Context: an optimization exercise on an open-source flow, tuned for small area. The choices shown serve that exercise and are no tape-out recipe. In this exercise RTL edits were held to simulation tests only and were not proved equivalent to the original.

## flow/design.v (module list and top-level ports; edited modules follow where they fit)
// module oneshot_universal: 21 lines
// module clock_divider_1k_to_1hz: 21 lines
// module time_counter_hms_bcd: 59 lines
// module AlarmController: 140 lines
// module bin6_to_bcd: 8 lines
// module StopwatchController: 157 lines
// module bcd_mmsscc_inc: 22 lines
// module calc_bcd_track: 30 lines
// module calc_bcd32: 20 lines
// module udiv: 43 lines
// module TimerController: 175 lines
// module seven_seg_driver_6digit: 67 lines
// module LCD_WorldTime_Controller: 299 lines
// module DigitalClock: 330 lines
module DigitalClock(
    input        clk_1k,
    input        rst,
    input        clr_sw_n,
    input        alarm_sw,
    input        stopwatch_sw,
    input        timer_sw,
    input  [8:0] btn,          
    output [7:0] seg_data,
    output [7:0] seg_sel,
    output       lcd_rs,
    output       lcd_rw,
    output       lcd_e,
    output [7:0] lcd_data,
    output       piezo,
    output [7:0] led_1,        
    output [3:0] led_r,        
    output [3:0] led_g,        
    output [3:0] led_b         
);
  // ...
==> flow/flow/run.sh <==
#!/bin/bash
# Standard ORFS synthesis, then the combinational logic between the (unchanged) registers is
# re-mapped by ABC for area, then the standard ORFS layout continues from that netlist.
set -euo pipefail
W=$(pwd)
YOSYS=${FLOW_HOME}/../tools/install/yosys/bin/yosys
[ -x "$YOSYS" ] || YOSYS=yosys
R=$W/orfs/results/${FLOW_PLATFORM}/DigitalClock/base
LIB=${FLOW_HOME}/platforms/${FLOW_PLATFORM}/lib/sky130_fd_sc_hd__tt_025C_1v80.lib

bash standard.sh synth > $W/synth_std.log 2>&1
cp $R/1_2_yosys.v $W/std_synth.v

DU=$(sed -n '/export DONT_USE_CELLS/,/^$/p' ${FLOW_HOME}/platforms/${FLOW_PLATFORM}/config.mk \
     | grep -o "sky130_fd_sc_hd__[a-z0-9_]*" | sed 's/^/-dont_use /' | tr '\n' ' ')
sed -e "s#@LIB@#$LIB#g" -e "s#@IN@#$W/std_synth.v#" -e "s#@OUT@#$W/resyn.v#" \
    -e "s#@ABC@#$W/flow/area.abc#" -e "s#@DU@#$DU#" -e "s#@TOP@#${FLOW_TOP}#" \
    $W/flow/resyn.ys > $W/resyn_run.ys
$YOSYS -l $W/resyn.log -s $W/resyn_run.ys > /dev/null 2>&1

cp $W/resyn.v $R/1_2_yosys.v
rm -f $R/1_synth.odb $R/1_synth.sdc
bash standard.sh > $W/layout.log 2>&1
==> flow/flow/area.abc <==
strash
&get -n
&deepsyn -T 120
&put
dch -f
amap
topo
==> flow/flow/resyn.ys <==
read_liberty -ignore_miss_func @LIB@
blackbox sky130_fd_sc_hd__*df* sky130_fd_sc_hd__*dl* sky130_fd_sc_hd__*sdf*
read_verilog @IN@
hierarchy -top @TOP@
flatten
opt -purge
stat
abc -script @ABC@ -liberty @LIB@ @DU@ -D 500
opt_clean -purge
hilomap -singleton -hicell sky130_fd_sc_hd__conb_1 HI -locell sky130_fd_sc_hd__conb_1 LO
insbuf -buf sky130_fd_sc_hd__buf_4 A X
stat -liberty @LIB@
write_verilog -noattr -noexpr -nohex -nodec @OUT@
==> flow/standard.sh <==
#!/bin/bash
# synth_recipe.tcl (not shown) runs the flow's synth.tcl, then flattens the netlist and writes it again
# the make line also repeats each setting of config.mk as NAME=value (left out here)
make -C /OpenROAD-flow-scripts/flow DESIGN_CONFIG=/design/flow/config.mk WORK_HOME=/design/flow/orfs CLKGATE_MAP_FILE= SYNTH_SCRIPT=/design/flow/synth_recipe.tcl "${@:-finish}"
==> flow/config.mk <==
export PLATFORM = sky130hd
export DESIGN_NAME = DigitalClock
export DESIGN_NICKNAME = DigitalClock
export VERILOG_FILES = /design/flow/design.v
export SDC_FILE = /design/flow/constraint.sdc
export NUM_CORES = 4
export LEC_CHECK = 0
export ABC_AREA = 1
export CAP_MARGIN = 20
export CORE_MARGIN = 2
export CORE_UTILIZATION = 60
export CTS_CLUSTER_DIAMETER = 60
export CTS_CLUSTER_SIZE = 30
export GPL_TIMING_DRIVEN = 0
export SLEW_MARGIN = 20
==> flow/constraint.sdc <==
create_clock -name core_clock -period 500.0 [get_ports {clk_1k}]
set_input_delay 100.0000 -clock core_clock [delete_from_list [all_inputs] [get_ports {clk_1k}]]
set_output_delay 100.0000 -clock core_clock [all_outputs]
set_load 0.01 [all_outputs]
==> summary.md, run 1 <==
| Metric | Value |
|---|---|
| H-tree levels | `3` |
| GRT met1 Usage | `57.2%` |
| CTS buffer count | `70` |
| CP delay by family, top | `compound AO/OA/AOI/OAI gates` |
| Post-Syn Area | `63900 um2` |
| Top class by area | `multi-input gates` |
| Crit-path max FO | `31` |
| Post-CTS Setup Inserts | `0` |
| Top Metal Used | `met5` |
| GRT Max-Usage Layer | `met2` |
| Fin cells | `11788` |
| Relative slew slack | `6.28%` |
| Skew final | `35.7 ps` |
| Wire length on met1 | `98700 um` |
| Fin crit share | `64.9%` |
| Met2 WL | `106000 um` |
| Outcome | `finished clean` |
| Setup CP Type | `in2reg` |
| Gpl congestion | `1.04` |
| Fin util | `67.1%` |
| Final Max Tran Viols | `0` |
| Die Wd | `330 um` |
| Area occupied by multi-input gates | `42900 um2` |
| Layout cell share with drive strength beyond 1 | `3.05%` |
==> run 2, diff against run 1 <==
--- a/flow/flow/run.sh
+++ b/flow/flow/run.sh
@@ -16,8 +16,19 @@
 sed -e "s#@LIB@#$LIB#g" -e "s#@IN@#$W/std_synth.v#" -e "s#@OUT@#$W/resyn.v#" \
     -e "s#@ABC@#$W/flow/area.abc#" -e "s#@DU@#$DU#" -e "s#@TOP@#${FLOW_TOP}#" \
     $W/flow/resyn.ys > $W/resyn_run.ys
+# keep the divider's logic (the input cone of the registers it feeds) as the standard
+# synthesis made it; re-map the rest
+sed -e "s#@LIB@#$LIB#g" -e "s#@IN@#$W/std_synth.v#" -e "s#@JSON@#$W/std_synth.json#" \
+    -e "s#@TOP@#${FLOW_TOP}#" $W/flow/resyn1.ys > $W/resyn1_run.ys
+$YOSYS -l $W/resyn1.log -s $W/resyn1_run.ys > /dev/null 2>&1
+python3 $W/flow/cone.py $W/std_synth.json $W/cone.txt '*avgr*' '*avg_stage*' '*sand_x*' '*sand_q*' > $W/cone.log 2>&1
+sed -i "s#@CONE@#$W/cone.txt#" $W/resyn_run.ys
 $YOSYS -l $W/resyn.log -s $W/resyn_run.ys > /dev/null 2>&1
 
 cp $W/resyn.v $R/1_2_yosys.v
+# clock tree options (ORFS's cts.tcl takes CTS_ARGS in place of its own)
+if [ -f $W/flow/cts_args.txt ]; then
+  export CTS_ARGS="$(cat $W/flow/cts_args.txt)"
+fi
 rm -f $R/1_synth.odb $R/1_synth.sdc
 bash standard.sh > $W/layout.log 2>&1
==> flow/flow/cone.py (new file) <==
#!/usr/bin/env python3
"""Lists the combinational cells in the input cone of the registers whose names match the
given patterns (the cone stops at registers and ports). Usage: cone.py netlist.json out.txt pat..."""
import json, sys, fnmatch
net = json.load(open(sys.argv[1]))
out = sys.argv[2]
pats = sys.argv[3:]
top = [m for m, d in net['modules'].items() if d.get('attributes', {}).get('top')]
mod = net['modules'][top[0]]
cells = mod['cells']
def is_seq(t):
    return any(k in t for k in ('__df', '__edf', '__sdf', '__dl'))
driver = {}
for name, c in cells.items():
    dirs = c.get('port_directions', {})
    for p, bits in c['connections'].items():
        if dirs.get(p) == 'output':
            for b in bits:
                if isinstance(b, int):
                    driver[b] = name
todo = []
for name, c in cells.items():
    if is_seq(c['type']) and any(fnmatch.fnmatchcase(name, p) for p in pats):
        dirs = c.get('port_directions', {})
        for p, bits in c['connections'].items():
            if dirs.get(p) == 'input' and p != 'CLK':
                todo += [b for b in bits if isinstance(b, int)]
cone = set()
seen = set()
while todo:
    b = todo.pop()
    if b in seen:
        continue
    seen.add(b)
    d = driver.get(b)
    if d is None or d in cone or is_seq(cells[d]['type']):
        continue
    cone.add(d)
    c = cells[d]
    dirs = c.get('port_directions', {})
    for p, bits in c['connections'].items():
        if dirs.get(p) == 'input':
            todo += [x for x in bits if isinstance(x, int)]
with open(out, 'w') as f:
    for n in sorted(cone):
        f.write(top[0] + '/' + n + '\n')
print(len(cone), 'cells kept of', len(cells))
==> flow/flow/resyn.ys (replaced) <==
read_liberty -ignore_miss_func @LIB@
blackbox sky130_fd_sc_hd__*df* sky130_fd_sc_hd__*dl* sky130_fd_sc_hd__*sdf*
read_verilog @IN@
hierarchy -top @TOP@
select -read @CONE@
setattr -set keep_hierarchy 1
select -clear
flatten
opt -purge
stat
abc -script @ABC@ -liberty @LIB@ @DU@ -D 500 @TOP@
opt_clean -purge
blackbox sky130_fd_sc_hd__*
hilomap -singleton -hicell sky130_fd_sc_hd__conb_1 HI -locell sky130_fd_sc_hd__conb_1 LO
insbuf -buf sky130_fd_sc_hd__buf_4 A X
stat -liberty @LIB@
write_verilog -noattr -noexpr -nohex -nodec @OUT@
==> flow/flow/resyn1.ys (new file) <==
read_liberty -ignore_miss_func @LIB@
blackbox sky130_fd_sc_hd__*df* sky130_fd_sc_hd__*dl* sky130_fd_sc_hd__*sdf*
read_verilog @IN@
hierarchy -top @TOP@
write_json @JSON@
==> summary.md, run 2 <==
| Metric | Value |
|---|---|
| Outcome | `finished clean (unchanged)` |
| Setup CP Type | `in2reg (unchanged)` |
| Max stage delay on crit path | `790 ps (was 920 ps)` |
| Layout cell share with drive strength beyond 1 | `8.29% (was 3.05%)` |
| Initial antenna violation count | `12 (was 10)` |
| RSZ-0062 raised after global routing | `no (unchanged)` |
| Fmax achieved | `0.00472 GHz (was 0.00308 GHz)` |
| Final setup viols | `0 (unchanged)` |
| Clk sinks | `779 (unchanged)` |
| I/O Buffers | `53 (was 55)` |
| Hold path depth | `1 (unchanged)` |
| WP depth | `664 (was 849)` |
| Gpl congestion | `1.07 (was 1.04)` |
| Skew final | `83.9 ps (was 35.7 ps)` |
| Worst-Margin Slew | `1280 ps (was 1400 ps)` |
| Commonest non-fill, non-tap cell in the layout | `nand2_1 (was nor2_1)` |
| Startpoint Class | `primary input (unchanged)` |
| Worst Hold End | `u_btn_oneshot.btn_trig[3] (was u_clr_oneshot.btn_trig)` |
| Wire per inst | `22.5 um (was 22.0 um)` |
| Reg2Reg Depth | `666 (was 1107)` |
| Final HPWL DP | `269000 um (was 197000 um)` |
| Commonest non-fill, non-tap cells in the layout | `nand2_1 (1876), nor2_1 (1589), a21oi_1 (995), inv_1 (926), ha_1 (831) (was nor2_1 (2216), o21ai_0 (1265), nand2_1 (1205), clkinv_1 (1083), a21oi_1 (742))` |
| Final Max Tran Viols | `0 (unchanged)` |
| Row count | `139 (was 119)` |
| End of the critical path | `u_stopwatch.avgr[3] (was u_timer.sand_x[14])` |
| WP data arrival | `212470 ps (was 324810 ps)` |
| Final #Nets | `13742 (was 10341)` |
| Crit Reg-Reg Startpoint | `u_timer.timer_state[1] (was u_stopwatch.sw_lcd_mode[0])` |
| Reg2Reg Setup Slack | `386150 ps (was 275260 ps)` |
| WL final | `332000 um (was 259000 um)` |
| CP startpoint | `timer_sw (was stopwatch_sw)` |
| Clock latency on the worst-skew pair | `760 ps (was 680 ps)` |
| CP Data Required Time | `500590 ps (was 500490 ps)` |
| Synth Warn # | `17 (unchanged)` |
| Post-CTS Setup Inserts | `0 (unchanged)` |
| Syn Area/Cell | `6.91 um2 (was 6.31 um2)` |
| Crit-path max FO | `14 (was 31)` |
| Reg clk slew, reported paths | `90 ps (was 70 ps)` |
| DRC | `0 (unchanged)` |
| Setup TNS | `0 ps (unchanged)` |
| CP delay by family, top | `simple AND/OR/NAND/NOR gates (was compound AO/OA/AOI/OAI gates)` |
| Max FFs per register | `136 (unchanged)` |
| DRT Pass-1 Iters | `8 (was 10)` |
| ANT nets after route | `0 (unchanged)` |
| Die H | `385 um (was 330 um)` |
| Hold path startpoint | `u_btn_oneshot.btn_reg[3] (was u_clr_oneshot.btn_reg)` |
| DP Area | `91100 um2 (was 68000 um2)` |
| Relative slew slack | `14.1% (was 6.28%)` |
| R2R Path End | `u_stopwatch.avgr[3] (was u_timer.sand_x[14])` |
| First-pass GRT wire length | `501000 um (was 389000 um)` |
| Crit path time final | `211880 ps (was 324320 ps)` |
| H-tree levels | `3 (unchanged)` |
| Post-Syn Area | `87100 um2 (was 63900 um2)` |
| Mapped Cells | `12606 (was 10128)` |
| Root Driver | `clkbuf_16 (unchanged)` |
| GRT overflow | `0 (unchanged)` |
| Biggest register | `u_alarm.mem (unchanged)` |
| Starting Density | `60.6% (about the same)` |
| TritonCTS clock tree | `yes (unchanged)` |
| Slowest library cell on the worst path | `buf_1 (was clkinv_1)` |
| Core Footprint | `144000 um2 (was 105000 um2)` |
| Placed cell count | `14626 (was 11640)` |
| Tot GR Track Use | `43.3% (was 45.2%)` |
| Die Wd | `385 um (was 330 um)` |
| Total die area | `148000 um2 (was 109000 um2)` |
| Post_cts resized | `0 (unchanged)` |
| Area Overhead vs Synth | `7.99% (was 10.6%)` |
| Fin crit share | `42.4% (was 64.9%)` |
| Design area | `94100 um2 (was 70700 um2)` |
| Clock Path Buffers | `3 (unchanged)` |
| Vias/cell | `6.38 (was 6.80)` |
| Post-CTS Hold Buffers | `0 (unchanged)` |
| Crit-path most repeated cell | `nand2_1 (was nor2_1)` |
| Max-Cap Viols | `0 (unchanged)` |
| DRT iter0 DRCs | `10202 (was 10715)` |
| Buf/Inv on CP | `108 (was 29)` |
| Hold Crit Class | `reg2reg (unchanged)` |
| Fin cells | `14776 (was 11788)` |
| Setup crit end kind | `flip-flop (unchanged)` |
| Vias in the first global route | `88535 (was 70443)` |
| Ports | `63 (unchanged)` |
| Final Hold Viols | `0 (unchanged)` |
| Largest net degree at the start of global routing | `61 (was 99)` |
| CTS buffer count | `74 (was 70)` |
| Via count | `94251 (was 80139)` |
-- run 2: changes by cell type in the layout (fill, tap and decap cells not counted), sizes merged, moves of 283 or more --
cell	before	now
nand2	1210	2233
inv	41	1059
ha	0	831
nand3	71	670
nor2	2239	1671
o21ai	1304	823
clkinv	1112	729
xor2	10	317
a21oi	742	1025
-- run 2: per-stage QoR --
stage          hold slack (ps)  utilization, %  setup slack, ps
2_1_floorplan              367               -           296400
3_5_place_dp               375            63.4           291750
4_1_cts                    384            65.4           292140
3_3_place_gp               372            62.6           292240
5_1_grt                    391            65.4           279190
6_report                   383            65.4           288120
-- run 2: layout make-up --
| cell class | count | area [um2] |
|---|---|---|
| flip-flops and latches | 779 | 17400 |
| inverters | 1733 | 6640 |
| repair buffers | 115 | 1360 |
| fillers | 12557 | 49700 |
| clock inverters | 63 | 995 |
| diodes | 8 | 20.0 |
| multi-input cells | 9918 | 62300 |
| well taps | 1903 | 2380 |
| clock buffers | 75 | 1870 |
| plain buffers | 182 | 1160 |
-- run 2: metal layers --
| layer | up-vias | wire length [um] | track usage, % | share of wire [%] |
|---|---|---|---|---|
| met2 | 4800 | 143000 | 67.1 | 43 |
| met5 | - | 84 | 0 | 0.025 |
| li1 | 44201 | - | - | - |
| met4 | 10 | 25800 | 29.6 | 7.8 |
| met3 | 1132 | 34400 | 10.0 | 10 |
| met1 | 44108 | 130000 | 53.2 | 39 |
==> module StopwatchController, before the edit <==
module StopwatchController(
    input        clk_1k,
    input        rst,
    input        stopwatch_sw,
    input        btn_start,
    input        btn_lap,
    input        btn_clear,
    input        btn_view,
    output [3:0] cur_m_tens, cur_m_ones,
    output [3:0] cur_s_tens, cur_s_ones,
    output [3:0] cur_cs_tens, cur_cs_ones,
    output [3:0] lap_m_tens, lap_m_ones,
    output [3:0] lap_s_tens, lap_s_ones,
    output [3:0] lap_cs_tens, lap_cs_ones,
    output [3:0] int_m_tens, int_m_ones,
    output [3:0] int_s_tens, int_s_ones,
    output [3:0] int_cs_tens, int_cs_ones,
    output [3:0] best_m_tens, best_m_ones,
    output [3:0] best_s_tens, best_s_ones,
    output [3:0] best_cs_tens, best_cs_ones,
    output [3:0] avg_m_tens, avg_m_ones,
    output [3:0] avg_s_tens, avg_s_ones,
    output [3:0] avg_cs_tens, avg_cs_ones,
    input        tmr_job,
    input [19:0] tmr_a,
    input [16:0] tmr_b,
    output [3:0] tmr_q,
    output [16:0] tmr_r,
    output reg        lap_valid,
    output reg [1:0]  sw_lcd_mode,
    output reg        sw_update_toggle
);
    reg stopwatch_sw_d;
    wire sw_rise = stopwatch_sw & ~stopwatch_sw_d;
    wire clear   = sw_rise | (stopwatch_sw & btn_clear);
    wire active  = ~clear & stopwatch_sw;
    reg running;
    reg [3:0] sub_10ms;
    reg [11:0] banner_cnt;
    wire not_banner = (sw_lcd_mode != 2'b01);
    wire tick = active & running & (sub_10ms == 4'd9);
    wire lap  = active & not_banner & btn_lap;
    reg [21:0] cur;
    reg pend;
    wire [21:0] cur_inc;
    bcd_mmsscc_inc u_inc (.v(cur), .o(cur_inc));
    wire [21:0] cnt = pend ? cur_inc : cur;
    assign {cur_m_tens, cur_m_ones, cur_s_tens, cur_s_ones, cur_cs_tens, cur_cs_ones} =
        {1'b0, cur[21:19], cur[18:15], 1'b0, cur[14:12], cur[11:8], cur[7:4], cur[3:0]};
    reg [21:0] lapr;
    assign {lap_m_tens, lap_m_ones, lap_s_tens, lap_s_ones, lap_cs_tens, lap_cs_ones} =
        {1'b0, lapr[21:19], lapr[18:15], 1'b0, lapr[14:12], lapr[11:8], lapr[7:4], lapr[3:0]};
    reg [31:0] sw_ticks;      
    reg [31:0] int_ticks;     
    reg [31:0] lap_n;         
    reg [31:0] sum_lap_ticks;
    reg [31:0] best_lap_ticks;
    wire sw_wrap  = &sw_ticks;
    wire int_wrap = &int_ticks;
    wire [23:0] best_live, int_live;
    calc_bcd_track u_tb (.clk(clk_1k), .clr(rst | clear | (tick & sw_wrap)), .inc(tick), .set1(1'b0), .v(best_live));
    calc_bcd_track u_ti (.clk(clk_1k), .clr(rst | clear | lap | (tick & int_wrap)), .inc(tick), .set1(lap & tick), .v(int_live));
    reg [23:0] intr, bestr, avgr;
    assign {int_m_tens, int_m_ones, int_s_tens, int_s_ones, int_cs_tens, int_cs_ones} = intr;
    assign {best_m_tens, best_m_ones, best_s_tens, best_s_ones, best_cs_tens, best_cs_ones} = bestr;
    assign {avg_m_tens, avg_m_ones, avg_s_tens, avg_s_ones, avg_cs_tens, avg_cs_ones} = avgr;
    reg        stage_ok;
    reg [23:0] avg_stage;
    wire lap_now  = lap & ~stage_ok;
    wire mode_tmr = tmr_job;
    wire mode_la  = ~tmr_job & ~lap_now;
    wire zero_nxt = rst | clear;
    wire [31:0] sum_new = sum_lap_ticks + sw_ticks + {31'd0, mode_la & tick & ~lap};
    wire [31:0] div_a = mode_tmr ? {12'd0, tmr_a} : (mode_la & zero_nxt) ? 32'd0 : sum_new;
    wire [31:0] div_b = mode_tmr ? {15'd0, tmr_b} : (mode_la & zero_nxt) ? 32'd1 : lap_n;
    wire [31:0] div_q, div_r;
    udiv #(.W(32), .DW(32)) u_div (.a(div_a), .d(div_b), .q(div_q), .r(div_r));
    assign tmr_q = div_q[3:0];
    assign tmr_r = div_r[16:0];
    wire [23:0] avg_bcd;
    calc_bcd32 u_avg (.ticks(div_q), .o(avg_bcd));
    always @(posedge clk_1k) begin
        stage_ok <= mode_la;
        if (mode_la) avg_stage <= avg_bcd;
    end
    wire best_upd = (lap_n == 32'd1) || (sw_ticks < best_lap_ticks);
    always @(posedge clk_1k) begin
        if (rst) begin
            stopwatch_sw_d <= 0; running <= 0;
            sub_10ms <= 0; cur <= 0; pend <= 0;
            sw_ticks <= 0; int_ticks <= 0;
            lap_n <= 32'd1; sum_lap_ticks <= 0;
            best_lap_ticks <= 32'hFFFF_FFFF;
            lap_valid <= 0; sw_lcd_mode <= 0; sw_update_toggle <= 0;
            banner_cnt <= 0;
            lapr <= 0; intr <= 0; bestr <= 0; avgr <= 0;
        end
        else begin
            stopwatch_sw_d <= stopwatch_sw;
            if (clear) begin
                running <= 0;
                sub_10ms <= 0; cur <= 0; pend <= 0;
                sw_ticks <= 0; int_ticks <= 0;
                lap_n <= 32'd1; sum_lap_ticks <= 0;
                best_lap_ticks <= 32'hFFFF_FFFF;
                lap_valid <= 0;
                lapr <= 0; intr <= 0; bestr <= 0; avgr <= 0;
                if (sw_rise) begin
                    sw_lcd_mode <= 2'b01;
                    banner_cnt <= 0;
                end
                sw_update_toggle <= ~sw_update_toggle;
            end
            else if (!stopwatch_sw) begin
                running <= 0;
                sw_lcd_mode <= 2'b00;
            end
            else begin
                if (sw_lcd_mode == 2'b01) begin
                    if (banner_cnt >= 12'd3000) begin
                        sw_lcd_mode <= 2'b10;
                        sw_update_toggle <= ~sw_update_toggle;
                    end else banner_cnt <= banner_cnt + 12'd1;
                end
                if (not_banner && btn_start) running <= ~running;
                if (not_banner && btn_view) begin
                    if (sw_lcd_mode == 2'b10) sw_lcd_mode <= 2'b11;
                    else if (sw_lcd_mode == 2'b11) sw_lcd_mode <= 2'b10;
                    sw_update_toggle <= ~sw_update_toggle;
                end
                if (running) begin
                    if (sub_10ms == 4'd9) begin
                        sub_10ms <= 0;
                        sw_ticks <= sw_ticks + 32'd1;
                        int_ticks <= int_ticks + 32'd1;
                    end else sub_10ms <= sub_10ms + 4'd1;
                end
                cur <= cnt;
                pend <= tick;
                if (lap) begin
                    lapr <= cnt;
                    int_ticks <= {31'd0, tick};
                    intr <= int_live;
                    lap_valid <= 1;
                    if (best_upd) begin
                        best_lap_ticks <= sw_ticks;
                        bestr <= best_live;
                    end
                    sum_lap_ticks <= sum_new;
                    lap_n <= lap_n + 32'd1;
                    avgr <= stage_ok ? avg_stage : avg_bcd;
                    sw_update_toggle <= ~sw_update_toggle;
                end
            end
        end
    end
endmodule
==> run 3, diff against run 2 <==
--- a/flow/design.v
+++ b/flow/design.v
@@ -309,12 +309,15 @@
     wire [23:0] best_live, int_live;
     calc_bcd_track u_tb (.clk(clk_1k), .clr(rst | clear | (tick & sw_wrap)), .inc(tick), .set1(1'b0), .v(best_live));
     calc_bcd_track u_ti (.clk(clk_1k), .clr(rst | clear | lap | (tick & int_wrap)), .inc(tick), .set1(lap & tick), .v(int_live));
-    reg [23:0] intr, bestr, avgr;
+    reg [23:0] intr, bestr;
+    reg [31:0] avgr;    
     assign {int_m_tens, int_m_ones, int_s_tens, int_s_ones, int_cs_tens, int_cs_ones} = intr;
     assign {best_m_tens, best_m_ones, best_s_tens, best_s_ones, best_cs_tens, best_cs_ones} = bestr;
-    assign {avg_m_tens, avg_m_ones, avg_s_tens, avg_s_ones, avg_cs_tens, avg_cs_ones} = avgr;
+    wire [23:0] avg_bcd;
+    calc_bcd32 u_avg (.ticks(avgr), .o(avg_bcd));
+    assign {avg_m_tens, avg_m_ones, avg_s_tens, avg_s_ones, avg_cs_tens, avg_cs_ones} = avg_bcd;
     reg        stage_ok;
-    reg [23:0] avg_stage;
+    reg [31:0] avg_stage;
     wire lap_now  = lap & ~stage_ok;
     wire mode_tmr = tmr_job;
     wire mode_la  = ~tmr_job & ~lap_now;
@@ -326,11 +329,9 @@
     udiv #(.W(32), .DW(32)) u_div (.a(div_a), .d(div_b), .q(div_q), .r(div_r));
     assign tmr_q = div_q[3:0];
     assign tmr_r = div_r[16:0];
-    wire [23:0] avg_bcd;
-    calc_bcd32 u_avg (.ticks(div_q), .o(avg_bcd));
     always @(posedge clk_1k) begin
         stage_ok <= mode_la;
-        if (mode_la) avg_stage <= avg_bcd;
+        if (mode_la) avg_stage <= div_q;
     end
     wire best_upd = (lap_n == 32'd1) || (sw_ticks < best_lap_ticks);
     always @(posedge clk_1k) begin
@@ -397,7 +398,7 @@
                     end
                     sum_lap_ticks <= sum_new;
                     lap_n <= lap_n + 32'd1;
-                    avgr <= stage_ok ? avg_stage : avg_bcd;
+                    avgr <= stage_ok ? avg_stage : div_q;
                     sw_update_toggle <= ~sw_update_toggle;
                 end
             end
==> summary.md, run 3 <==
| Metric | Value |
|---|---|
| Outcome | `finished clean (unchanged)` |
| Worst Hold End | `u_clr_oneshot.btn_trig (was u_btn_oneshot.btn_trig[3])` |
| CP Data Required Time | `500430 ps (was 500590 ps)` |
| WL final | `302000 um (was 332000 um)` |
| Ports | `63 (unchanged)` |
| DRT iter0 DRCs | `9580 (was 10202)` |
| Reg clk slew, reported paths | `90 ps (about the same)` |
| Post-Syn Area | `80400 um2 (was 87100 um2)` |
| CP startpoint | `timer_sw (unchanged)` |
| Starting Density | `60.3% (was 60.6%)` |
| DRT Pass-1 Iters | `9 (was 8)` |
| Tot GR Track Use | `42.6% (was 43.3%)` |
| Fin util | `65.1% (was 65.4%)` |
| I/O Buffers | `53 (unchanged)` |
| Fill count | `11850 (was 12557)` |
| Syn Area/Cell | `6.87 um2 (was 6.91 um2)` |
| Max stage delay on crit path | `840 ps (was 790 ps)` |
| Final setup viols | `0 (unchanged)` |
| Slowest library cell on the worst path | `nor2_1 (was buf_1)` |
| Clock Path Buffers | `3 (unchanged)` |
| Largest net degree at the start of global routing | `55 (was 61)` |
| ANT nets after route | `0 (unchanged)` |
| Die H | `370 um (was 385 um)` |
| Root Driver | `clkbuf_16 (unchanged)` |
| Crit-path most repeated cell | `a21oi_1 (was nand2_1)` |
| Crit path time final | `207960 ps (was 211880 ps)` |
| Via count | `88162 (was 94251)` |
| Hold Crit Class | `reg2reg (unchanged)` |
| Layout cell share with drive strength beyond 1 | `2.52% (was 8.29%)` |
| DRC | `0 (unchanged)` |
| Core Footprint | `133000 um2 (was 144000 um2)` |
| WP data arrival | `208400 ps (was 212470 ps)` |
| Initial antenna violation count | `9 (was 12)` |
| Biggest register | `u_alarm.mem (unchanged)` |
| Clk sinks | `795 (was 779)` |
| Reg2Reg Depth | `612 (was 666)` |
| Vias in the first global route | `83441 (was 88535)` |
| Vias/cell | `6.44 (was 6.38)` |
| Final HPWL DP | `239000 um (was 269000 um)` |
| Crit Reg-Reg Startpoint | `u_timer.cnt_hour[0] (was u_timer.timer_state[1])` |
| Final #Nets | `12791 (was 13742)` |
| TritonCTS clock tree | `yes (unchanged)` |
| RSZ-0062 raised after global routing | `no (unchanged)` |
| Max FFs per register | `136 (unchanged)` |
| CP delay by family, top | `compound AO/OA/AOI/OAI gates (was simple AND/OR/NAND/NOR gates)` |
| Buf/Inv on CP | `70 (was 108)` |
| Die Wd | `370 um (was 385 um)` |
| H-tree levels | `3 (unchanged)` |
| Fin crit share | `41.6% (was 42.4%)` |
| Wire per inst | `22.1 um (was 22.5 um)` |
| Setup crit end kind | `flip-flop (unchanged)` |
| End of the critical path | `u_timer.sand_x[13] (was u_stopwatch.avgr[3])` |
| Setup TNS | `0 ps (unchanged)` |
| Reg2Reg Setup Slack | `390750 ps (was 386150 ps)` |
| Post-CTS Hold Buffers | `0 (unchanged)` |
| Row count | `134 (was 139)` |
| Commonest non-fill, non-tap cells in the layout | `nand2_1 (1647), nor2_1 (1383), o21ai_0 (1116), a21oi_1 (1007), clkinv_1 (859) (was nand2_1 (1876), nor2_1 (1589), a21oi_1 (995), inv_1 (926), ha_1 (831))` |
| Commonest non-fill, non-tap cell in the layout | `nand2_1 (unchanged)` |
| First-pass GRT wire length | `460000 um (was 501000 um)` |
| Post_cts resized | `0 (unchanged)` |
| Setup CP Type | `in2reg (unchanged)` |
| Hold WS | `388 ps (was 383 ps)` |
| Relative slew slack | `6.85% (was 14.1%)` |
| R2R Path End | `u_timer.sand_x[13] (was u_stopwatch.avgr[3])` |
| Max-Cap Viols | `0 (unchanged)` |
| WP depth | `610 (was 664)` |
| Area Overhead vs Synth | `7.84% (was 7.99%)` |
| Skew final | `54.7 ps (was 83.9 ps)` |
| CTS buffer count | `66 (was 74)` |
| Final Hold Viols | `0 (unchanged)` |
| Final Max Tran Viols | `0 (unchanged)` |
| Fmax achieved | `0.00481 GHz (was 0.00472 GHz)` |
| GRT overflow | `0 (unchanged)` |
| Hold path startpoint | `u_clr_oneshot.btn_reg (was u_btn_oneshot.btn_reg[3])` |
| Clock latency on the worst-skew pair | `720 ps (was 760 ps)` |
| Total die area | `137000 um2 (was 148000 um2)` |
| Mapped Cells | `11703 (was 12606)` |
| Hold path depth | `1 (unchanged)` |
| Gpl congestion | `1.07 (about the same)` |
| Synth Warn # | `17 (unchanged)` |
| Startpoint Class | `primary input (unchanged)` |
| Post-CTS Setup Inserts | `0 (unchanged)` |
| Worst-Margin Slew | `1380 ps (was 1280 ps)` |
| Crit-path max FO | `15 (was 14)` |
[run 3: cell type report]
type / instances / area (um2) / share of cell area, %
Multi-Input combinational cell: 9052 / 55700 / 64.2
Sequential cell: 795 / 17800 / 20.5
Inverter: 1671 / 6300 / 7.26
Tap cell: 1768 / 2210 / 2.55
Clock buffer: 69 / 1700 / 1.97
Timing Repair Buffer: 89 / 1120 / 1.30
Clock inverter: 53 / 962 / 1.11
Buffer: 190 / 905 / 1.04
Antenna cell: 5 / 12.5 / 0.0144
[run 3: through the flow]
step	cell area (um2)	setup slack, ps	std cells
final	86700	292040	13692
after global routing	86700	281610	13689
after CTS	86700	293160	13686
after detailed placement	84000	293100	13564
after global placement	83200	292830	13529
after floorplan	80400	296560	11708
[run 3: how the worst max path moves through the flow]
stage                     cells past startpoint           to  startpoint  slack (ps)
after floorplan                              20  seg_data[3]    alarm_sw      296560
after global placement                       22  seg_data[3]    alarm_sw      292830
after detailed placement                     20  seg_data[3]    alarm_sw      293100
after CTS                                    20  seg_data[3]    alarm_sw      293160
[run 3: routing by layer]
| metal | vias to the layer above | wire length, um | track usage [%] |
|---|---|---|---|
| li1 | 41343 | - | - |
| met1 | 40923 | 114000 | 50.5 |
| met2 | 4653 | 135000 | 69.6 |
| met3 | 1235 | 28500 | 7.81 |
| met4 | 8 | 24400 | 29.9 |
| met5 | - | 61 | 0 |
==> run 4, diff against run 3 <==
==> flow/flow/cts_args.txt (new file) <==
-sink_clustering_enable -repair_clock_nets -sink_clustering_size 30 -sink_clustering_max_diameter 60 -dont_use_dummy_load
==> summary.md, run 4 <==
| Metric | Value |
|---|---|
| Max-Cap Viols | `0 (unchanged)` |
| Fin crit share | `41.7% (was 41.6%)` |
| Outcome | `finished clean (unchanged)` |
| Met3 Wirelength | `34900 um (was 28500 um)` |
| Crit-path most repeated cell | `a21oi_1 (unchanged)` |
| Clock latency on the worst-skew pair | `720 ps (about the same)` |
| Commonest non-fill, non-tap cell in the layout | `nand2_1 (unchanged)` |
| CP delay by family, top | `compound AO/OA/AOI/OAI gates (unchanged)` |
| Crit path time final | `208510 ps (was 207960 ps)` |
| Slowest library cell on the worst path | `clkinv_1 (was nor2_1)` |
| Setup CP Type | `in2reg (unchanged)` |
| R2R Path End | `u_timer.sand_x[3] (was u_timer.sand_x[13])` |
| DRT iter0 DRCs | `10360 (was 9580)` |
| Wire per inst | `22.1 um (about the same)` |
| Root Driver | `clkbuf_16 (unchanged)` |
| WL final | `302000 um (about the same)` |
| Post-CTS Hold Buffers | `0 (unchanged)` |
| Commonest non-fill, non-tap cells in the layout | `nand2_1 (1586), nor2_1 (1396), o21ai_0 (1148), a21oi_1 (1076), clkinv_1 (833) (was nand2_1 (1647), nor2_1 (1383), o21ai_0 (1116), a21oi_1 (1007), clkinv_1 (859))` |
| CTS buffer count | `75 (was 66)` |
| Clock Path Buffers | `3 (unchanged)` |
| Post-Syn Area | `80500 um2 (was 80400 um2)` |
| Worst-Margin Slew | `1220 ps (was 1380 ps)` |
| Buf/Inv on CP | `67 (was 70)` |
| RSZ-0062 raised after global routing | `no (unchanged)` |
| Clk sinks | `795 (unchanged)` |
| Hold Crit Class | `reg2reg (unchanged)` |
| Fmax achieved | `0.00480 GHz (was 0.00481 GHz)` |
| TritonCTS clock tree | `yes (unchanged)` |
| Post_cts resized | `0 (unchanged)` |
| GRT overflow | `0 (unchanged)` |
| Top Metal Used | `met5 (unchanged)` |
| Vias in the first global route | `81721 (was 83441)` |
| Reg2Reg Depth | `614 (was 612)` |
| Area Overhead vs Synth | `6.98% (was 7.84%)` |
| Gpl congestion | `1.03 (was 1.07)` |
| Initial antenna violation count | `22 (was 9)` |
| Syn Area/Cell | `6.87 um2 (about the same)` |
| DRC | `0 (unchanged)` |
| WP depth | `612 (was 610)` |
| Crit-path max FO | `17 (was 15)` |
| Starting Density | `60.4% (was 60.3%)` |
| Hold path depth | `1 (unchanged)` |
| Startpoint Class | `primary input (unchanged)` |
| Setup TNS | `0 ps (unchanged)` |
| End of the critical path | `u_timer.sand_x[3] (was u_timer.sand_x[13])` |
| I/O Buffers | `53 (unchanged)` |
| Synth Warn # | `17 (unchanged)` |
| Final Hold Viols | `0 (unchanged)` |
| Final HPWL DP | `240000 um (was 239000 um)` |
| Die Wd | `370 um (about the same)` |
| Row count | `134 (unchanged)` |
| Relative slew slack | `18.1% (was 6.85%)` |
| Biggest register | `u_alarm.mem (unchanged)` |
| Final Max Tran Viols | `0 (unchanged)` |
| Skew final | `97.8 ps (was 54.7 ps)` |
| Die H | `370 um (about the same)` |
| Worst Hold End | `u_btn_oneshot.btn_trig[5] (was u_clr_oneshot.btn_trig)` |
| CP Data Required Time | `500380 ps (was 500430 ps)` |
| Ports | `63 (unchanged)` |
| Final #Nets | `12810 (was 12791)` |
| Total die area | `137000 um2 (about the same)` |
| Hold WS | `373 ps (was 388 ps)` |
| CP startpoint | `timer_sw (unchanged)` |
| First-pass GRT wire length | `458000 um (was 460000 um)` |
| Tot GR Track Use | `42.3% (was 42.6%)` |
| Setup crit end kind | `flip-flop (unchanged)` |
| Fill count | `11987 (was 11850)` |
| Met2 WL | `126000 um (was 135000 um)` |
| Final setup viols | `0 (unchanged)` |
| ANT nets after route | `0 (unchanged)` |
| Wire length on met1 | `122000 um (was 114000 um)` |
| Post-CTS Setup Inserts | `0 (unchanged)` |
| Reg clk slew, reported paths | `70 ps (was 90 ps)` |
| Fin util | `64.6% (was 65.1%)` |
| Layout cell share with drive strength beyond 1 | `2.15% (was 2.52%)` |
| WP data arrival | `208890 ps (was 208400 ps)` |
| Reg2Reg Setup Slack | `390300 ps (was 390750 ps)` |
| Via count | `87686 (was 88162)` |
| Mapped Cells | `11709 (was 11703)` |
| Core Footprint | `133000 um2 (unchanged)` |
| Crit Reg-Reg Startpoint | `u_timer.cnt_min[0] (was u_timer.cnt_hour[0])` |
| Vias/cell | `6.42 (was 6.44)` |
| Largest net degree at the start of global routing | `55 (unchanged)` |
| DRT Pass-1 Iters | `10 (was 9)` |
| H-tree levels | `3 (unchanged)` |
| Max stage delay on crit path | `900 ps (was 840 ps)` |
| Max FFs per register | `136 (unchanged)` |
| Hold path startpoint | `u_btn_oneshot.btn_reg[5] (was u_clr_oneshot.btn_reg)` |
run 4: how the worst max path moves through the flow:
| stage | start | endpoint | cells past startpoint |
|---|---|---|---|
| after CTS | alarm_sw | seg_data[3] | 20 |
| after detailed placement | alarm_sw | seg_data[3] | 20 |
| after global placement | stopwatch_sw | seg_data[3] | 17 |
| after floorplan | alarm_sw | seg_data[0] | 19 |
run 4: final cells by class:
cell class / instances / area, um2 / area share (%)
Inverter: 1646 / 6200 / 7.21
Tap cell: 1768 / 2210 / 2.57
Timing Repair Buffer: 93 / 1200 / 1.39
Sequential cell: 795 / 17800 / 20.7
Multi-Input combinational cell: 9085 / 55900 / 64.9
Clock buffer: 75 / 1880 / 2.18
Buffer: 188 / 892 / 1.04
Antenna cell: 7 / 17.5 / 0.0204
run 4: per-stage QoR:
step / worst slack (ps) / area, um2 / std cells
2_1_floorplan: 296530 / 80500 / 11714
3_3_place_gp: 292040 / 83200 / 13535
3_5_place_dp: 293870 / 84100 / 13574
4_1_cts: 293830 / 86000 / 13649
5_1_grt: 281710 / 86100 / 13654
6_report: 291490 / 86100 / 13657
run 4: routing by layer:
layer	GRT usage [%]	vias to the layer above
met5	0	-
met4	22.9	16
met3	10.4	919
met2	64.4	4716
met1	54.9	40736
li1	-	41299
==> run 5, diff against run 4 <==
--- a/flow/config.mk
+++ b/flow/config.mk
@@ -8,7 +8,7 @@
 export ABC_AREA = 1
 export CAP_MARGIN = 20
 export CORE_MARGIN = 2
-export CORE_UTILIZATION = 60
+export CORE_UTILIZATION = 70
 export CTS_CLUSTER_DIAMETER = 60
 export CTS_CLUSTER_SIZE = 30
 export GPL_TIMING_DRIVEN = 0
==> summary.md, run 5 <==
| Metric | Value |
|---|---|
| Crit path time final | `210160 ps (was 208510 ps)` |
| Outcome | `finished clean (unchanged)` |
| Largest net degree at the start of global routing | `49 (was 55)` |
| DRT Pass-1 Iters | `16 (was 10)` |
| Clk sinks | `795 (unchanged)` |
| Max-Cap Viols | `0 (unchanged)` |
| Setup crit end kind | `flip-flop (unchanged)` |
| DRC | `0 (unchanged)` |
| Ports | `63 (unchanged)` |
| DRT iter0 DRCs | `12731 (was 10360)` |
| End of the critical path | `u_timer.sand_x[13] (was u_timer.sand_x[3])` |
| I/O Buffers | `53 (unchanged)` |
| Final Max Tran Viols | `0 (unchanged)` |
| Reg2Reg Depth | `605 (was 614)` |
| WL final | `310000 um (was 302000 um)` |
| Setup CP Type | `in2reg (unchanged)` |
| Reg clk slew, reported paths | `60 ps (was 70 ps)` |
| Final HPWL DP | `242000 um (was 240000 um)` |
| Hold path depth | `1 (unchanged)` |
| Skew final | `176 ps (was 97.8 ps)` |
| CTS buffer count | `77 (was 75)` |
| Slowest library cell on the worst path | `clkinv_1 (unchanged)` |
| Via count | `91426 (was 87686)` |
| Post-CTS Setup Inserts | `0 (unchanged)` |
| R2R Path End | `u_timer.sand_x[13] (was u_timer.sand_x[3])` |
| Starting Density | `70.5% (was 60.4%)` |
| Initial antenna violation count | `26 (was 22)` |
| Hold WS | `348 ps (was 373 ps)` |
| Area Overhead vs Synth | `6.57% (was 6.98%)` |
| Syn Area/Cell | `6.87 um2 (unchanged)` |
| Final setup viols | `0 (unchanged)` |
| Post_cts resized | `0 (unchanged)` |
| Fmax achieved | `0.00476 GHz (was 0.00480 GHz)` |
| Commonest non-fill, non-tap cell in the layout | `nand2_1 (unchanged)` |
| CP Data Required Time | `500400 ps (was 500380 ps)` |
| Clock Path Buffers | `3 (unchanged)` |
| Mapped Cells | `11709 (unchanged)` |
| Final Hold Viols | `0 (unchanged)` |
| CP startpoint | `timer_sw (unchanged)` |
| Commonest non-fill, non-tap cells in the layout | `nand2_1 (1585), nor2_1 (1398), o21ai_0 (1146), a21oi_1 (1077), clkinv_1 (835) (was nand2_1 (1586), nor2_1 (1396), o21ai_0 (1148), a21oi_1 (1076), clkinv_1 (833))` |
| H-tree levels | `3 (unchanged)` |
| Setup TNS | `0 ps (unchanged)` |
| Die Wd | `343 um (was 370 um)` |
| Row count | `124 (was 134)` |
| Crit-path most repeated cell | `a21oi_1 (unchanged)` |
| Die H | `343 um (was 370 um)` |
| Biggest register | `u_alarm.mem (unchanged)` |
| Total die area | `118000 um2 (was 137000 um2)` |
| Reg2Reg Setup Slack | `388340 ps (was 390300 ps)` |
| GRT overflow | `0 (unchanged)` |
| Startpoint Class | `primary input (unchanged)` |
| Post-Syn Area | `80500 um2 (unchanged)` |
| Clock latency on the worst-skew pair | `780 ps (was 720 ps)` |
| Final #Nets | `12812 (was 12810)` |
| Worst Hold End | `u_btn_oneshot.btn_trig[3] (was u_btn_oneshot.btn_trig[5])` |
| Tot GR Track Use | `50.6% (was 42.3%)` |
| WP data arrival | `210560 ps (was 208890 ps)` |
| Synth Warn # | `17 (unchanged)` |
| Relative slew slack | `10.0% (was 18.1%)` |
| Buf/Inv on CP | `68 (was 67)` |
| Root Driver | `clkbuf_16 (unchanged)` |
| Hold Crit Class | `reg2reg (unchanged)` |
| Wire per inst | `23.1 um (was 22.1 um)` |
| Vias/cell | `6.81 (was 6.42)` |
| Crit Reg-Reg Startpoint | `u_timer.cnt_min[0] (unchanged)` |
| WP depth | `603 (was 612)` |
| Hold path startpoint | `u_btn_oneshot.btn_reg[3] (was u_btn_oneshot.btn_reg[5])` |
| ANT nets after route | `0 (unchanged)` |
| Layout cell share with drive strength beyond 1 | `2.19% (was 2.15%)` |
| Post-CTS Hold Buffers | `0 (unchanged)` |
| TritonCTS clock tree | `yes (unchanged)` |
| RSZ-0062 raised after global routing | `no (unchanged)` |
| Worst-Margin Slew | `1350 ps (was 1220 ps)` |
| Crit-path max FO | `17 (unchanged)` |
| Core Footprint | `114000 um2 (was 133000 um2)` |
| Gpl congestion | `1.18 (was 1.03)` |
| Max FFs per register | `136 (unchanged)` |
| Vias in the first global route | `85899 (was 81721)` |
| First-pass GRT wire length | `469000 um (was 458000 um)` |
| Max stage delay on crit path | `920 ps (was 900 ps)` |
| Fin crit share | `42.0% (was 41.7%)` |
| CP delay by family, top | `compound AO/OA/AOI/OAI gates (unchanged)` |
## run 5: cell types whose count changed in the layout (fill, tap and decap cells not counted), moves of 3 or more
cell,before,now
buf_12,5,9
diode_2,7,22
nor2_4,12,6
nor2_2,8,12
buf_16,12,5
buf_6,8,13
inv_1,790,787
## run 5: area by class of cell
cell class | instances | area (um2)
inverters | 1646 | 6200
fillers | 8553 | 28400
clock buffers | 77 | 1930
plain buffers | 188 | 891
repair buffers | 93 | 1120
well taps | 1512 | 1890
multi-input cells | 9085 | 55800
flip-flops and latches | 795 | 17800
diodes | 22 | 55.1
## run 5: metal layers
| metal | part of all wire [%] | up-vias | track usage [%] |
|---|---|---|---|
| li1 | - | 41294 | - |
| met1 | 35 | 41644 | 59.4 |
| met2 | 41 | 6667 | 75.6 |
| met3 | 14 | 1807 | 16.4 |
| met4 | 9.4 | 14 | 41.0 |
| met5 | 0.031 | - | 0 |
## run 5: through the flow
step / utilization [%] / cells / instance area [um2] / setup slack [ps]
after floorplan: - / 11714 / 80500 / 296530
after global placement: 72.6 / 13279 / 82900 / 291970
after detailed placement: 73.3 / 13318 / 83700 / 294090
after CTS: 75.0 / 13395 / 85600 / 294000
after global routing: 75.1 / 13403 / 85700 / 281620
final: 75.1 / 13418 / 85700 / 289840
## run 5: how the worst max path moves through the flow
stage | start | to | slack, ps | cells after the start
detailed placement | alarm_sw | seg_data[3] | 294090 | 20
CTS | alarm_sw | seg_data[3] | 294000 | 20
floorplan | alarm_sw | seg_data[0] | 296530 | 19
global placement | timer_sw | seg_data[3] | 291970 | 17

[re-timing with driven ports]
The flow's constraints put no driver on any port. The routed layouts listed below were extracted and timed again, unchanged, in two steps. Step 1: set_driving_cell puts a clkbuf_16 on clk_1k and a buf_2 on each other input, an assumption about the parent block. Step 2 adds t to the input delays and takes it off the output delays; t is the mean of the earliest and latest rising clock arrival at the registers after step 1. Input paths then give back, and output paths get back, about the clock's delay inside the block. Three values: ideal, step 1, step 2; two values: the first two.
run	t, ns	setup slack, ns	worst setup path at the end
run 1	0.740	175.681 / 175.579 / 174.839	input to register
run 2	0.789	288.121 / 288.174 / 287.385	input to register
run 3	0.784	292.037 / 292.102 / 291.317	input to register
run 4	0.760	291.491 / 291.418 / 290.658	input to register
run 5	0.777	289.843 / 289.828 / 289.050	input to register
After both steps every run listed still meets setup and hold. The setup slack of run 1, which loses most, moves by -0.102 ns with the drivers and by -0.842 ns with both steps.
